From an optimization exercise on the open Yosys and OpenROAD flow, aimed at small area, a short achievable clock period and few clock cycles per item; shortcuts taken in it are not production practice. The RTL was checked by simulation tests, not by an equivalence proof against the original design.

$ cat run.sh
#!/bin/bash
# synth_recipe.tcl (not shown) runs the flow's synth.tcl, then flattens the netlist and writes it again
# the make line also repeats each setting of config.mk as NAME=value (left out here)
make -C /OpenROAD-flow-scripts/flow DESIGN_CONFIG=/design/flow/config.mk WORK_HOME=/design/flow/orfs CLKGATE_MAP_FILE= SYNTH_SCRIPT=/design/flow/synth_recipe.tcl finish
$ cat config.mk
export PLATFORM = sky130hd
export DESIGN_NAME = sort_32_u8
export DESIGN_NICKNAME = sort_32_u8
export VERILOG_FILES = /design/flow/design.v
export SDC_FILE = /design/flow/constraint.sdc
export NUM_CORES = 8
export LEC_CHECK = 0
export CAP_MARGIN = 20
export CORE_MARGIN = 2
export CORE_UTILIZATION = 25
export PLACE_DENSITY = 0.35
export SLEW_MARGIN = 20
$ cat constraint.sdc
create_clock -name core_clock -period 5.5 [get_ports {clk}]
set_input_delay 1.1000 -clock core_clock [delete_from_list [all_inputs] [get_ports {clk}]]
set_output_delay 1.1000 -clock core_clock [all_outputs]
set_load 0.01 [all_outputs]
$ cat design.v
module sort_32_u8(
    input   clk,
    input   rst_n,
    input   vld_in,
    input   [7:0]   din_0 ,
    input   [7:0]   din_1 ,
    input   [7:0]   din_2 ,
    input   [7:0]   din_3 ,
    input   [7:0]   din_4 ,
    input   [7:0]   din_5 ,
    input   [7:0]   din_6 ,
    input   [7:0]   din_7 ,
    input   [7:0]   din_8 ,
    input   [7:0]   din_9 ,
    input   [7:0]   din_10,
    input   [7:0]   din_11,
    input   [7:0]   din_12,
    input   [7:0]   din_13,
    input   [7:0]   din_14,
    input   [7:0]   din_15,
    input   [7:0]   din_16,
    input   [7:0]   din_17,
    input   [7:0]   din_18,
    input   [7:0]   din_19,
    input   [7:0]   din_20,
    input   [7:0]   din_21,
    input   [7:0]   din_22,
    input   [7:0]   din_23,
    input   [7:0]   din_24,
    input   [7:0]   din_25,
    input   [7:0]   din_26,
    input   [7:0]   din_27,
    input   [7:0]   din_28,
    input   [7:0]   din_29,
    input   [7:0]   din_30,
    input   [7:0]   din_31,
    output  vld_out,
    output  [7:0]   dout_0 ,
    output  [7:0]   dout_1 ,
    output  [7:0]   dout_2 ,
    output  [7:0]   dout_3 ,
    output  [7:0]   dout_4 ,
    output  [7:0]   dout_5 ,
    output  [7:0]   dout_6 ,
    output  [7:0]   dout_7 ,
    output  [7:0]   dout_8 ,
    output  [7:0]   dout_9 ,
    output  [7:0]   dout_10,
    output  [7:0]   dout_11,
    output  [7:0]   dout_12,
    output  [7:0]   dout_13,
    output  [7:0]   dout_14,
    output  [7:0]   dout_15,
    output  [7:0]   dout_16,
    output  [7:0]   dout_17,
    output  [7:0]   dout_18,
    output  [7:0]   dout_19,
    output  [7:0]   dout_20,
    output  [7:0]   dout_21,
    output  [7:0]   dout_22,
    output  [7:0]   dout_23,
    output  [7:0]   dout_24,
    output  [7:0]   dout_25,
    output  [7:0]   dout_26,
    output  [7:0]   dout_27,
    output  [7:0]   dout_28,
    output  [7:0]   dout_29,
    output  [7:0]   dout_30,
    output  [7:0]   dout_31
);
    reg  [7:0]  a   [16:0];
    reg  [7:0]  b   [16:0];
    reg  [7:0]  a_r [16:0];
    reg  [7:0]  b_r [16:0];
    reg  [7:0]  big [16:0];
    reg  [7:0]  lit [16:0];
    reg         oe;
    reg  [3:0]  state_nxt;
    reg  [3:0]  state_cur;
    always @(*) begin
        if(vld_in) begin
            state_nxt = 0;
        end else if(state_cur == 15) begin
            state_nxt = state_cur;
        end else begin
            state_nxt = state_cur + 1;
        end
    end
    always @(posedge clk or negedge rst_n) begin
        if(!rst_n) begin
            state_cur <= 15;
        end
        else begin
            state_cur <= state_nxt;
        end
    end
    always @(posedge clk or negedge rst_n) begin
        if(!rst_n) begin
            oe <= 1'b0;
        end
        else begin
            if(state_nxt == 14) begin
                oe <= 1'b1;
            end else begin
                oe <= 1'b0;
            end
        end
    end
    genvar i;
    generate
        for(i=0;i<16;i=i+1) begin: gen_comparator
            always @(*) begin
                if(a_r[i] > b_r[i]) begin
                    big[i] = a_r[i];
                    lit[i] = b_r[i];
                end
                else begin
                    big[i] = b_r[i];
                    lit[i] = a_r[i];
                end
            end
            always @(posedge clk) begin
                if(state_nxt != 15) begin
                    a_r[i] <= a[i];
                    b_r[i] <= b[i];
                end
            end
        end
    endgenerate
    assign vld_out = oe;
    assign dout_0  = lit[0];  
    assign dout_1  = big[0];  
    assign dout_2  = lit[1];   
    assign dout_3  = big[1];   
    assign dout_4  = lit[2];   
    assign dout_5  = big[2];   
    assign dout_6  = lit[3];   
    assign dout_7  = big[3];   
    assign dout_8  = lit[4];   
    assign dout_9  = big[4];   
    assign dout_10 = lit[5];   
    assign dout_11 = big[5];   
    assign dout_12 = lit[6];   
    assign dout_13 = big[6];   
    assign dout_14 = lit[7];   
    assign dout_15 = big[7];   
    assign dout_16 = lit[8];
    assign dout_17 = big[8];
    assign dout_18 = lit[9];
    assign dout_19 = big[9];
    assign dout_20 = lit[10];
    assign dout_21 = big[10];
    assign dout_22 = lit[11];
    assign dout_23 = big[11];
    assign dout_24 = lit[12];
    assign dout_25 = big[12];
    assign dout_26 = lit[13];
    assign dout_27 = big[13];
    assign dout_28 = lit[14];
    assign dout_29 = big[14];
    assign dout_30 = lit[15];
    assign dout_31 = big[15];
    integer k;
    always @(*) begin
        for(k=0;k<17;k=k+1) begin
            a[k] = 8'd0;
            b[k] = 8'd0;
        end
        case(state_nxt)
            4'd0: begin 
                a[0 ] = din_0 ;   b[0 ] = din_16;
                a[1 ] = din_1 ;   b[1 ] = din_17;
                a[2 ] = din_2 ;   b[2 ] = din_18;
                a[3 ] = din_3 ;   b[3 ] = din_19;
                a[4 ] = din_4 ;   b[4 ] = din_20;
                a[5 ] = din_5 ;   b[5 ] = din_21;
                a[6 ] = din_6 ;   b[6 ] = din_22;
                a[7 ] = din_7 ;   b[7 ] = din_23;
                a[8 ] = din_8 ;   b[8 ] = din_24;
                a[9 ] = din_9 ;   b[9 ] = din_25;
                a[10] = din_10;   b[10] = din_26;
                a[11] = din_11;   b[11] = din_27;
                a[12] = din_12;   b[12] = din_28;
                a[13] = din_13;   b[13] = din_29;
                a[14] = din_14;   b[14] = din_30;
                a[15] = din_15;   b[15] = din_31;
            end
            4'd1: begin
                a[0 ] = lit[ 0];   b[0 ] = big[ 1];
                a[1 ] = big[ 0];   b[1 ] = lit[ 1];
                a[2 ] = lit[ 2];   b[2 ] = big[ 3];
                a[3 ] = big[ 2];   b[3 ] = lit[ 3];
                a[4 ] = lit[ 4];   b[4 ] = big[ 5];
                a[5 ] = big[ 4];   b[5 ] = lit[ 5];
                a[6 ] = lit[ 6];   b[6 ] = big[ 7];
                a[7 ] = big[ 6];   b[7 ] = lit[ 7];
                a[8 ] = lit[ 8];   b[8 ] = big[ 9];
                a[9 ] = big[ 8];   b[9 ] = lit[ 9];
                a[10] = lit[10];   b[10] = big[11];
                a[11] = big[10];   b[11] = lit[11];
                a[12] = lit[12];   b[12] = big[13];
                a[13] = big[12];   b[13] = lit[13];
                a[14] = lit[14];   b[14] = big[15];
                a[15] = big[14];   b[15] = lit[15];
            end
            4'd2: begin
                a[0 ] = lit[ 0];   b[0 ] = lit[ 1];
                a[1 ] = big[ 0];   b[1 ] = big[ 1];
                a[2 ] = big[ 2];   b[2 ] = big[ 3];
                a[3 ] = lit[ 2];   b[3 ] = lit[ 3];
                a[4 ] = lit[ 4];   b[4 ] = lit[ 5];
                a[5 ] = big[ 4];   b[5 ] = big[ 5];
                a[6 ] = big[ 6];   b[6 ] = big[ 7];
                a[7 ] = lit[ 6];   b[7 ] = lit[ 7];
                a[8 ] = lit[ 8];   b[8 ] = lit[ 9];
                a[9 ] = big[ 8];   b[9 ] = big[ 9];
                a[10] = big[10];   b[10] = big[11];
                a[11] = lit[10];   b[11] = lit[11];
                a[12] = lit[12];   b[12] = lit[13];
                a[13] = big[12];   b[13] = big[13];
                a[14] = big[14];   b[14] = big[15];
                a[15] = lit[14];   b[15] = lit[15];
            end
            4'd3: begin
                a[0 ] = lit[ 0];   b[0 ] = big[ 2];
                a[1 ] = big[ 0];   b[1 ] = lit[ 2];
                a[2 ] = lit[ 1];   b[2 ] = big[ 3];
                a[3 ] = big[ 1];   b[3 ] = lit[ 3];
                a[4 ] = lit[ 4];   b[4 ] = big[ 6];
                a[5 ] = big[ 4];   b[5 ] = lit[ 6];
                a[6 ] = lit[ 5];   b[6 ] = big[ 7];
                a[7 ] = big[ 5];   b[7 ] = lit[ 7];
                a[8 ] = lit[ 8];   b[8 ] = big[10];
                a[9 ] = big[ 8];   b[9 ] = lit[10];
                a[10] = lit[ 9];   b[10] = big[11];
                a[11] = big[ 9];   b[11] = lit[11];
                a[12] = lit[12];   b[12] = big[14];
                a[13] = big[12];   b[13] = lit[14];
                a[14] = lit[13];   b[14] = big[15];
                a[15] = big[13];   b[15] = lit[15];
            end
            4'd4: begin
                a[0 ] = lit[ 0];   b[0 ] = lit[ 2];
                a[1 ] = lit[ 1];   b[1 ] = lit[ 3];
                a[2 ] = big[ 0];   b[2 ] = big[ 2];
                a[3 ] = big[ 1];   b[3 ] = big[ 3];
                a[4 ] = big[ 4];   b[4 ] = big[ 6];
                a[5 ] = big[ 5];   b[5 ] = big[ 7];
                a[6 ] = lit[ 4];   b[6 ] = lit[ 6];
                a[7 ] = lit[ 5];   b[7 ] = lit[ 7];
                a[8 ] = lit[ 8];   b[8 ] = lit[10];
                a[9 ] = lit[ 9];   b[9 ] = lit[11];
                a[10] = big[ 8];   b[10] = big[10];
                a[11] = big[ 9];   b[11] = big[11];
                a[12] = big[12];   b[12] = big[14];
                a[13] = big[13];   b[13] = big[15];
                a[14] = lit[12];   b[14] = lit[14];
                a[15] = lit[13];   b[15] = lit[15];
            end
            4'd5: begin
                a[0 ] = lit[ 0];   b[0 ] = lit[ 1];
                a[1 ] = big[ 0];   b[1 ] = big[ 1];
                a[2 ] = lit[ 2];   b[2 ] = lit[ 3];
                a[3 ] = big[ 2];   b[3 ] = big[ 3];
                a[4 ] = big[ 4];   b[4 ] = big[ 5];
                a[5 ] = lit[ 4];   b[5 ] = lit[ 5];
                a[6 ] = big[ 6];   b[6 ] = big[ 7];
                a[7 ] = lit[ 6];   b[7 ] = lit[ 7];
                a[8 ] = lit[ 8];   b[8 ] = lit[ 9];
                a[9 ] = big[ 8];   b[9 ] = big[ 9];
                a[10] = lit[10];   b[10] = lit[11];
                a[11] = big[10];   b[11] = big[11];
                a[12] = big[12];   b[12] = big[13];
                a[13] = lit[12];   b[13] = lit[13];
                a[14] = big[14];   b[14] = big[15];
                a[15] = lit[14];   b[15] = lit[15];
            end
            4'd6: begin
                a[0 ] = lit[ 0];   b[0 ] = big[ 4];
                a[1 ] = big[ 0];   b[1 ] = lit[ 4];
                a[2 ] = lit[ 1];   b[2 ] = big[ 5];
                a[3 ] = big[ 1];   b[3 ] = lit[ 5];
                a[4 ] = lit[ 2];   b[4 ] = big[ 6];
                a[5 ] = big[ 2];   b[5 ] = lit[ 6];
                a[6 ] = lit[ 3];   b[6 ] = big[ 7];
                a[7 ] = big[ 3];   b[7 ] = lit[ 7];
                a[8 ] = lit[ 8];   b[8 ] = big[12];
                a[9 ] = big[ 8];   b[9 ] = lit[12];
                a[10] = lit[ 9];   b[10] = big[13];
                a[11] = big[ 9];   b[11] = lit[13];
                a[12] = lit[10];   b[12] = big[14];
                a[13] = big[10];   b[13] = lit[14];
                a[14] = lit[11];   b[14] = big[15];
                a[15] = big[11];   b[15] = lit[15];
            end
            4'd7: begin
                a[0 ] = lit[ 0];   b[0 ] = lit[ 4];
                a[1 ] = lit[ 1];   b[1 ] = lit[ 5];
                a[2 ] = lit[ 2];   b[2 ] = lit[ 6];
                a[3 ] = lit[ 3];   b[3 ] = lit[ 7];
                a[4 ] = big[ 0];   b[4 ] = big[ 4];
                a[5 ] = big[ 1];   b[5 ] = big[ 5];
                a[6 ] = big[ 2];   b[6 ] = big[ 6];
                a[7 ] = big[ 3];   b[7 ] = big[ 7];
                a[8 ] = big[ 8];   b[8 ] = big[12];
                a[9 ] = big[ 9];   b[9 ] = big[13];
                a[10] = big[10];   b[10] = big[14];
                a[11] = big[11];   b[11] = big[15];
                a[12] = lit[ 8];   b[12] = lit[12];
                a[13] = lit[ 9];   b[13] = lit[13];
                a[14] = lit[10];   b[14] = lit[14];
                a[15] = lit[11];   b[15] = lit[15];
            end
            4'd8: begin
                a[0 ] = lit[ 0];   b[0 ] = lit[ 2];
                a[1 ] = lit[ 1];   b[1 ] = lit[ 3];
                a[2 ] = big[ 0];   b[2 ] = big[ 2];
                a[3 ] = big[ 1];   b[3 ] = big[ 3];
                a[4 ] = lit[ 4];   b[4 ] = lit[ 6];
                a[5 ] = lit[ 5];   b[5 ] = lit[ 7];
                a[6 ] = big[ 4];   b[6 ] = big[ 6];
                a[7 ] = big[ 5];   b[7 ] = big[ 7];
                a[8 ] = big[ 8];   b[8 ] = big[10];
                a[9 ] = big[ 9];   b[9 ] = big[11];
                a[10] = lit[ 8];   b[10] = lit[10];
                a[11] = lit[ 9];   b[11] = lit[11];
                a[12] = big[12];   b[12] = big[14];
                a[13] = big[13];   b[13] = big[15];
                a[14] = lit[12];   b[14] = lit[14];
                a[15] = lit[13];   b[15] = lit[15];   
            end
            4'd9: begin
                a[0 ] = lit[ 0];   b[0 ] = lit[ 1];
                a[1 ] = big[ 0];   b[1 ] = big[ 1];
                a[2 ] = lit[ 2];   b[2 ] = lit[ 3];
                a[3 ] = big[ 2];   b[3 ] = big[ 3];
                a[4 ] = lit[ 4];   b[4 ] = lit[ 5];
                a[5 ] = big[ 4];   b[5 ] = big[ 5];
                a[6 ] = lit[ 6];   b[6 ] = lit[ 7];
                a[7 ] = big[ 6];   b[7 ] = big[ 7];
                a[8 ] = big[ 8];   b[8 ] = big[ 9];
                a[9 ] = lit[ 8];   b[9 ] = lit[ 9];
                a[10] = big[10];   b[10] = big[11];
                a[11] = lit[10];   b[11] = lit[11];
                a[12] = big[12];   b[12] = big[13];
                a[13] = lit[12];   b[13] = lit[13];
                a[14] = big[14];   b[14] = big[15];
                a[15] = lit[14];   b[15] = lit[15];            
            end
            4'd10: begin
                a[0 ] = lit[ 0];   b[0 ] = big[ 8];
                a[1 ] = big[ 0];   b[1 ] = lit[ 8];
                a[2 ] = lit[ 1];   b[2 ] = big[ 9];
                a[3 ] = big[ 1];   b[3 ] = lit[ 9];
                a[4 ] = lit[ 2];   b[4 ] = big[10];
                a[5 ] = big[ 2];   b[5 ] = lit[10];
                a[6 ] = lit[ 3];   b[6 ] = big[11];
                a[7 ] = big[ 3];   b[7 ] = lit[11];
                a[8 ] = lit[ 4];   b[8 ] = big[12];
                a[9 ] = big[ 4];   b[9 ] = lit[12];
                a[10] = lit[ 5];   b[10] = big[13];
                a[11] = big[ 5];   b[11] = lit[13];
                a[12] = lit[ 6];   b[12] = big[14];
                a[13] = big[ 6];   b[13] = lit[14];
                a[14] = lit[ 7];   b[14] = big[15];
                a[15] = big[ 7];   b[15] = lit[15];                    
            end
            4'd11: begin
                a[0 ] = lit[ 0];   b[0 ] = lit[ 8];
                a[1 ] = lit[ 1];   b[1 ] = lit[ 9];
                a[2 ] = lit[ 2];   b[2 ] = lit[10];
                a[3 ] = lit[ 3];   b[3 ] = lit[11];
                a[4 ] = lit[ 4];   b[4 ] = lit[12];
                a[5 ] = lit[ 5];   b[5 ] = lit[13];
                a[6 ] = lit[ 6];   b[6 ] = lit[14];
                a[7 ] = lit[ 7];   b[7 ] = lit[15];
                a[8 ] = big[ 0];   b[8 ] = big[ 8];
                a[9 ] = big[ 1];   b[9 ] = big[ 9];
                a[10] = big[ 2];   b[10] = big[10];
                a[11] = big[ 3];   b[11] = big[11];
                a[12] = big[ 4];   b[12] = big[12];
                a[13] = big[ 5];   b[13] = big[13];
                a[14] = big[ 6];   b[14] = big[14];
                a[15] = big[ 7];   b[15] = big[15];                
            end
            4'd12: begin
                a[0 ] = lit[ 0];   b[0 ] = lit[ 4];
                a[1 ] = lit[ 1];   b[1 ] = lit[ 5];
                a[2 ] = lit[ 2];   b[2 ] = lit[ 6];
                a[3 ] = lit[ 3];   b[3 ] = lit[ 7];
                a[4 ] = big[ 0];   b[4 ] = big[ 4];
                a[5 ] = big[ 1];   b[5 ] = big[ 5];
                a[6 ] = big[ 2];   b[6 ] = big[ 6];
                a[7 ] = big[ 3];   b[7 ] = big[ 7];
                a[8 ] = lit[ 8];   b[8 ] = lit[12];
                a[9 ] = lit[ 9];   b[9 ] = lit[13];
                a[10] = lit[10];   b[10] = lit[14];
                a[11] = lit[11];   b[11] = lit[15];
                a[12] = big[ 8];   b[12] = big[12];
                a[13] = big[ 9];   b[13] = big[13];
                a[14] = big[10];   b[14] = big[14];
                a[15] = big[11];   b[15] = big[15];                
            end
            4'd13: begin
                a[0 ] = lit[ 0];   b[0 ] = lit[ 2];
                a[1 ] = lit[ 1];   b[1 ] = lit[ 3];
                a[2 ] = big[ 0];   b[2 ] = big[ 2];
                a[3 ] = big[ 1];   b[3 ] = big[ 3];
                a[4 ] = lit[ 4];   b[4 ] = lit[ 6];
                a[5 ] = lit[ 5];   b[5 ] = lit[ 7];
                a[6 ] = big[ 4];   b[6 ] = big[ 6];
                a[7 ] = big[ 5];   b[7 ] = big[ 7];
                a[8 ] = lit[ 8];   b[8 ] = lit[10];
                a[9 ] = lit[ 9];   b[9 ] = lit[11];
                a[10] = big[ 8];   b[10] = big[10];
                a[11] = big[ 9];   b[11] = big[11];
                a[12] = lit[12];   b[12] = lit[14];
                a[13] = lit[13];   b[13] = lit[15];
                a[14] = big[12];   b[14] = big[14];
                a[15] = big[13];   b[15] = big[15];                   
            end
            4'd14: begin
                a[0 ] = lit[ 0];   b[0 ] = lit[ 1];
                a[1 ] = big[ 0];   b[1 ] = big[ 1];
                a[2 ] = lit[ 2];   b[2 ] = lit[ 3];
                a[3 ] = big[ 2];   b[3 ] = big[ 3];
                a[4 ] = lit[ 4];   b[4 ] = lit[ 5];
                a[5 ] = big[ 4];   b[5 ] = big[ 5];
                a[6 ] = lit[ 6];   b[6 ] = lit[ 7];
                a[7 ] = big[ 6];   b[7 ] = big[ 7];
                a[8 ] = lit[ 8];   b[8 ] = lit[ 9];
                a[9 ] = big[ 8];   b[9 ] = big[ 9];
                a[10] = lit[10];   b[10] = lit[11];
                a[11] = big[10];   b[11] = big[11];
                a[12] = lit[12];   b[12] = lit[13];
                a[13] = big[12];   b[13] = big[13];
                a[14] = lit[14];   b[14] = lit[15];
                a[15] = big[14];   b[15] = big[15];                 
            end
        endcase
    end
endmodule
==> flow_metrics.tcl <==
set metrics [dict create \
    reg2regPathDepth 9 \
    crit_fanout 16 \
    synth_top_cells_by_area "edfxtp_1, a222oi_1, ha_1, a22oi_1, nand3_1" \
    dr.pass1.iters 14 \
    first_global_vias 32387 \
    whs_ns 0.634 \
    skew_ns 0.0343 \
    async_flop_share_pct 1.92 \
    fp-row-count 116 \
    synth_top_area_cell "edfxtp_1" \
    min_period_ns 5.27 \
    worstHoldStart "b_r[15][6]$_DFFE_PP_" \
    die-area_um2 103000 \
    synth_cells 2941 \
    worstMarginPinSlew_ns 1.20 \
    fin_tns_setup_ns 0 \
    synth_top_area_share_pct 30.5 \
    grt_max_degree 111 \
    overflow 0 \
    max_freq_mhz 190 \
    min_period_over_period_pct 95.8 \
    cp.arrival_ns 4.17 \
    setup_viol 0 \
    cp_top_family "compound AO/OA/AOI/OAI gates" \
    root_buffer "clkbuf_16" \
    setup_slack_ns 0.230 \
    dpl_worst_slack_ns -0.000747 \
    hold_end "b_r[11][6]$_DFFE_PP_" \
    end_kind "output pin" \
    n_fill_cell 10451 \
    yosys_warnings 7 \
    crit_chain "ha_1, nor2b_1, o211ai_1, a21oi_1, o21ai_2, mux2i_1, inv_1, clkdlybuf4s50_1" \
    slew_headroom_pct 19.2 \
    grt_pass1_wl_um 296000 \
    status "no timing/DRC/antenna violations" \
    synth_cell_type_count 85 \
    vias 33872 \
    syn_area_per_cell_um2 8.56 \
    synth_edf_count 256 \
    finalNonFillerCells 4893 \
    hold_viol 0 \
    slew_violations 0 \
    rrSetupSlack_ns 0.54 \
    post-cts-setup-buffers 0 \
    clkTransAtPathRegs_ns 0.06 \
    nNetsFinal 3948 \
    critical_path_class "reg -> out" \
    synth-seq-area-share_pct 31.1 \
    gp_congestion 1.01 \
    critical_path.n_buffers_inverters 2 \
    coreArea_um2 100000 \
    utilization_pct 34.5 \
    postSynthNetCount 3329 \
    ios 516 \
    hold_buffers 0 \
    dp_cells 4816 \
    clkSinkCount 261 \
    worstSkewPairLatency_ns 0.62 \
    ys_ff_latch 261 \
    cap_violations 0 \
    htreeDepth 2 \
    ctsResizeCount 0 \
    numCtsBuffers 39 \
    rr_startpoint "state_cur[0]$_DFF_PN1_" \
    max_stage_delay_ns 0.89 \
    ys.flop_type "edfxtp_1" \
    wl_um 226000 \
    start_util_pct 25.2 \
    final_cell_area_um2 34500 \
    via_per_inst 6.92 \
    ant_nets 0 \
    first_iter_violations 6889 \
    placed_area_um2 33300 \
    critical_path.slowest_cell "mux2i_1" \
    reg2reg_to "a_r[7][2]$_DFFE_PP_" \
    rsz0062_at_grt "no" \
    wl_per_cell_um 46.3 \
    drive_gt1_share_pct 13.1 \
    crit_required_ns 4.40 \
    synthToLayoutAreaGrowth_pct 37.2 \
    post-route-drc-count 0 \
    grt_antenna_before_repair 24 \
    clock_path_buffers 3 \
    fp.dieH_um 321 \
    hold_class "reg -> reg" \
    numPortBuffers 515 \
    hold_depth 2 \
    fp.dieW_um 321 \
    grtUsageTotal_pct 42.0 \
    crit_path_start_kind "flip-flop" \
    synth_area_um2 25200 \
    dpl.hpwl_um 174000 \
    cts_tree "built" \
]
==> placed cells by master (no fill, tap or decap), types with 8 or more instances in the layout <==
cell type | netlist | layout
clkbuf_1 | 119 | 9
or2_2 | 16 | 17
clkbuf_16 | 0 | 41
nor2_1 | 59 | 54
nand3_1 | 259 | 259
nand2_1 | 325 | 323
a211oi_1 | 17 | 15
or3_1 | 13 | 13
a22oi_1 | 183 | 183
buf_12 | 0 | 8
clkdlybuf4s50_1 | 0 | 515
diode_2 | 0 | 8
o21ai_1 | 65 | 61
inv_1 | 183 | 183
a222oi_1 | 253 | 253
o211ai_1 | 60 | 60
o21ai_0 | 176 | 175
clkinv_1 | 0 | 8
a21oi_1 | 216 | 215
a2bb2oi_1 | 26 | 26
edfxtp_1 | 256 | 256
ha_1 | 129 | 129
o2111ai_1 | 17 | 17
o22a_1 | 13 | 13
o221ai_1 | 17 | 17
mux2_2 | 79 | 79
nand4_1 | 83 | 83
a2111oi_0 | 42 | 38
buf_4 | 6 | 253
nor2b_1 | 25 | 24
a221oi_1 | 34 | 34
and2_1 | 32 | 32
mux2i_1 | 31 | 31
==> cell families (layout without fill, tap and decap cells) <==
logic type | Yosys count | after routing | synth area share (%)
compound gates | 1168 | 1168 | 34.0
fa+ha+maj | 129 | 129 | 6.41
other cells | 0 | 8 | 0
xor+xnor | 4 | 4 | 0.139
mux | 113 | 113 | 5.00
buf+inv | 386 | 1032 | 6.27
flops | 261 | 261 | 31.1
simple gates | 880 | 880 | 17.2
==> worst min-delay path, cell delays in order, from the launching register on <==
cell and delay, ns:
edfxtp_1 0.37, a22oi_1 0.09, nand4_1 0.07
==> area by class of cell <==
cell class | instances | area [um2] | area share, %
Multi-Input combinational cell | 2294 | 15900 | 46.1
Sequential cell | 261 | 7820 | 22.6
Timing Repair Buffer | 777 | 7220 | 20.9
Tap cell | 1298 | 1620 | 4.70
Clock buffer | 50 | 1060 | 3.07
Inverter | 187 | 704 | 2.04
Clock inverter | 18 | 161 | 0.467
Antenna cell | 8 | 20.0 | 0.0580
==> flip-flops by register name, indices dropped and copies added, names as in the netlist <==
register / count
oe: 1
b_r: 128
state_cur: 4
a_r: 128
==> cell usage after synthesis, types with 6 or more instances <==
master	count
nand2_1	325
nand3_1	259
edfxtp_1	256
a222oi_1	253
a21oi_1	216
a22oi_1	183
inv_1	183
o21ai_0	176
ha_1	129
clkbuf_1	119
nand4_1	83
mux2_2	79
buf_2	66
o21ai_1	65
o211ai_1	60
nor2_1	59
a2111oi_0	42
a221oi_1	34
and2_1	32
mux2i_1	31
a2bb2oi_1	26
nor2b_1	25
a211oi_1	17
o2111ai_1	17
o221ai_1	17
or2_2	16
o22a_1	13
or3_1	13
nor3_1	11
a211o_1	8
a21boi_0	7
nand2b_1	7
buf_4	6
nor4_1	6
nor4b_1	6
==> worst max-delay path by stage <==
| stage | from | endpoint | slack (ns) | cells past startpoint |
|---|---|---|---|---|
| floorplan | vld_in | a_r[0][0]$_DFFE_PP_ | 1.24 | 5 |
| global placement | vld_in | a_r[14][0]$_DFFE_PP_ | -0.17 | 9 |
| detailed placement | vld_in | a_r[7][2]$_DFFE_PP_ | -0.0007 | 9 |
| CTS | a_r[9][1]$_DFFE_PP_ | dout_18[7] | 0.04 | 7 |
| global route | a_r[15][5]$_DFFE_PP_ | dout_31[4] | 0.16 | 7 |
| finish | a_r[15][1]$_DFFE_PP_ | dout_31[4] | 0.23 | 8 |
==> metal layers <==
layer / GRT usage, % / wire length [um]
met5: 0 / 102
met4: 29.7 / 19700
met3: 10.2 / 24200
met2: 65.0 / 97500
met1: 51.2 / 84800
Testbench counts, summed over its fixed seeds: cycles 14,400, items 960.

[re-timing with driven ports]
No port has a modelled driver above. Below, the same layout with a new extraction and two added sets of constraints.
Step 1, drivers: a clkbuf_16 drives clk and a buf_2 each remaining input, both assumed.
Step 2 times the ports against the registers' clock, not the clock port: input delays grow and output delays shrink by t, the midpoint of the rising clock arrivals with the driver on.
a / b / c = ideal ports / drivers / drivers and shift; a / b = the first two.
t (ns): 0.673
setup slack, ns: 0.230 / 0.155 / -0.200
hold WS [ns]: 0.634 / 0.634 / 0.634
worst data-port slew with drivers (ns): 0.11
Met with ideal ports but missed after step 2: setup timing in this run. The setup slack of this run moves by -0.075 ns with the drivers and by -0.430 ns with both steps.
